What follows belongs to an exercise in optimizing a design on an open flow for small area; a production flow would make more cautious choices.
In this exercise RTL edits were held to simulation tests only and were not proved equivalent to the original.
Power is estimated from default activity; no workload was simulated.

## system_top
module system_top (
    input  clk,
    input  reset,
    input  serial_data_in,
    output serial_data_out,
    output parity_error,
    output frame_error
);
Size: about 470 cells after synthesis.
==> flow/config.mk <==
export PLATFORM = sky130hd
export DESIGN_NAME = system_top
export DESIGN_NICKNAME = system_top
export VERILOG_FILES = /design/flow/design.v
export SDC_FILE = /design/flow/constraint.sdc
export NUM_CORES = 4
export LEC_CHECK = 0
export ABC_AREA = 1
export CAP_MARGIN = 20
export CORE_MARGIN = 2
export CORE_UTILIZATION = 40
export CTS_BUF_LIST = sky130_fd_sc_hd__clkbuf_8
export GPL_TIMING_DRIVEN = 0
export SLEW_MARGIN = 20
==> flow/constraint.sdc <==
create_clock -name core_clock -period 28.0 [get_ports {clk}]
set_input_delay 5.6000 -clock core_clock [delete_from_list [all_inputs] [get_ports {clk}]]
set_output_delay 5.6000 -clock core_clock [all_outputs]
set_load 0.01 [all_outputs]
standard.sh (not shown) runs the stock make flow with config.mk's settings and CLKGATE_MAP_FILE= SYNTH_SCRIPT=/design/flow/synth_recipe.tcl, a recipe that flattens the netlist after the stock synthesis.
==> flow/flow/run.sh <==
#!/bin/bash
# Own layout flow: the standard synthesis, then the combinational logic is
# re-mapped with an area-oriented ABC script (AIG resynthesis with &deepsyn;
# flip-flops are kept untouched: same instances, names and cell types), then
# the standard layout, with clock tree synthesis told not to add dummy
# loads and the port buffers made with the smallest buffer cell.
set -euo pipefail
here=$(pwd)
res=$here/orfs/results/$FLOW_PLATFORM/system_top/base

bash standard.sh synth > synth_standard.log 2>&1

lib=$FLOW_HOME/platforms/$FLOW_PLATFORM/lib/sky130_fd_sc_hd__tt_025C_1v80.lib
yosys_exe=$(command -v yosys || echo "$FLOW_HOME/../tools/install/yosys/bin/yosys")
cp "$res/1_2_yosys.v" "$here/1_2_yosys_standard.v"
LIB=$lib IN_V=$here/1_2_yosys_standard.v OUT_V=$here/1_2_yosys_resynth.v \
  ABC_SCRIPT=$here/flow/area.abc PLATFORM_CONFIG=$FLOW_HOME/platforms/$FLOW_PLATFORM/config.mk \
  "$yosys_exe" -c flow/resynth.tcl > resynth.log 2>&1
cp "$here/1_2_yosys_resynth.v" "$res/1_2_yosys.v"
touch "$res/1_2_yosys.v"
rm -f "$res/1_synth.odb"

# ports are buffered as in the standard flow, with the smallest buffer
export BUFFER_PORTS_ARGS="-buffer_cell sky130_fd_sc_hd__buf_1"
export CTS_ARGS="-sink_clustering_enable -repair_clock_nets -dont_use_dummy_load -buf_list sky130_fd_sc_hd__clkbuf_8 -root_buf sky130_fd_sc_hd__clkbuf_4"
bash standard.sh finish > layout.log 2>&1
Other scripts of this flow, unchanged in this note and not shown: flow/flow/area.abc, flow/flow/resynth.tcl
Change:
--- a/flow/design.v
+++ b/flow/design.v
@@ -84,25 +84,18 @@
     wire ring_wr   = step & in_ring & ((cs == C_WDATA) | (cs == C_OPA));
     wire go_read   = step & (cs == C_RADDR);
     wire go_func   = step & (cs == C_FUNC) & (f != 4'd15);
     wire tx_start  = go_read | calc & calc_last;
     wire tx_next   = fr_end & txm & more;
     assign parity_error    = perr;
     assign frame_error     = ferr;
     assign serial_data_out = ~(busy & txm) | (is_data ? R[0] : is_par ? par : ~is_start);
-    reg rst_n;
-    always @(posedge clk or negedge reset) begin
-        if (~reset)
-            rst_n <= 1'b0;
-        else
-            rst_n <= 1'b1;
-    end
-    always @(posedge clk) begin
-        if (~rst_n) begin
+    always @(posedge clk) begin
+        if (~reset) begin
             busy <= 1'b0;
             txm  <= 1'b0;
             more <= 1'b0;
             exec <= 1'b0;
             cs   <= C_IDLE;
         end
         else begin
             exec <= deliver | exec & ~step;
@@ -131,34 +124,34 @@
                     C_WADDR: cs <= C_WDATA;
                     C_OPA:   cs <= C_OPB;
                     C_OPB:   cs <= C_FUNC;
                     default: cs <= C_IDLE;
                 endcase
             end
         end
     end
-    wire [7:0] wd = rbyte & {8{rst_n}};
+    wire [7:0] wd = rbyte & {8{reset}};
     wire       wsel = step & ((cs == C_WDATA) & (arg == 4'd1) | (cs == C_OPB));
     wire       wcfg  = step & (cs == C_WDATA) & (arg[3:1] == 3'b001);
     integer i;
     always @(posedge clk) begin
-        if (~rst_n | wsel)
+        if (~reset | wsel)
             B <= wd;
-        if (~rst_n | wcfg & ~arg[0]) begin
-            pe   <= wd[0] | ~rst_n;
+        if (~reset | wcfg & ~arg[0]) begin
+            pe   <= wd[0] | ~reset;
             podd <= wd[1];
         end
-        if (~rst_n | wcfg & arg[0]) begin
-            p8   <= wd[3] | ~rst_n;
+        if (~reset | wcfg & arg[0]) begin
+            p8   <= wd[3] | ~reset;
             p16  <= wd[4];
         end
     end
     always @(posedge clk) begin
-        if (~rst_n) begin
+        if (~reset) begin
             ph  <= 4'd0;
             clr <= 1'b1;
         end
         else begin
             ph <= (ph == 4'd15) ? 4'd0 : (ph == 4'd0) ? 4'd2 : ph + 4'd1;
             if (ph == 4'd15)
                 clr <= 1'b0;
         end
After rerunning: The changed run went through all stages and came out clean. Total power barely changes. Register-to-register slack is worse by 0.47 ns. Global-route usage decreases by 0.70 points. Wire length decreases by 6.6%. Critical path depth increases by 1. Sequential cell count decreases by 1. Fmax increases by 1.2%. Clock power barely changes. Die area decreases by 1.5%. Cell area decreases by 1.6%.

==> what the ideal ports hide <==
No port has a modelled driver above. Below, the same layouts with a new extraction and two added sets of constraints. Step 1: set_driving_cell puts a clkbuf_16 on clk and a buf_2 on each other input, an assumption about the parent block. Step 2 times the ports against the registers' clock, not the clock port: input delays grow and output delays shrink by t, the midpoint of the rising clock arrivals with the driver on. a / b / c = ideal ports / drivers / drivers and shift; a / b = the first two.
| run | shift t [ns] | slack for setup (ns) | hold WS [ns] | worst register clock-pin slew, ns | worst data-port slew with drivers (ns) |
|---|---|---|---|---|---|
| the first run | 0.597 | 15.856 / 15.832 / 15.832 | 0.309 / 0.309 / 0.309 | 0.09 / 0.09 | 0.03 |
| the second run | 0.591 | 15.998 / 15.979 / 15.979 | 0.312 / 0.312 / 0.312 | 0.09 / 0.09 | 0.03 |
After both steps every run listed still meets setup and hold. The setup slack of the first run, which loses most, moves by -0.024 ns with the drivers and by -0.024 ns with both steps.
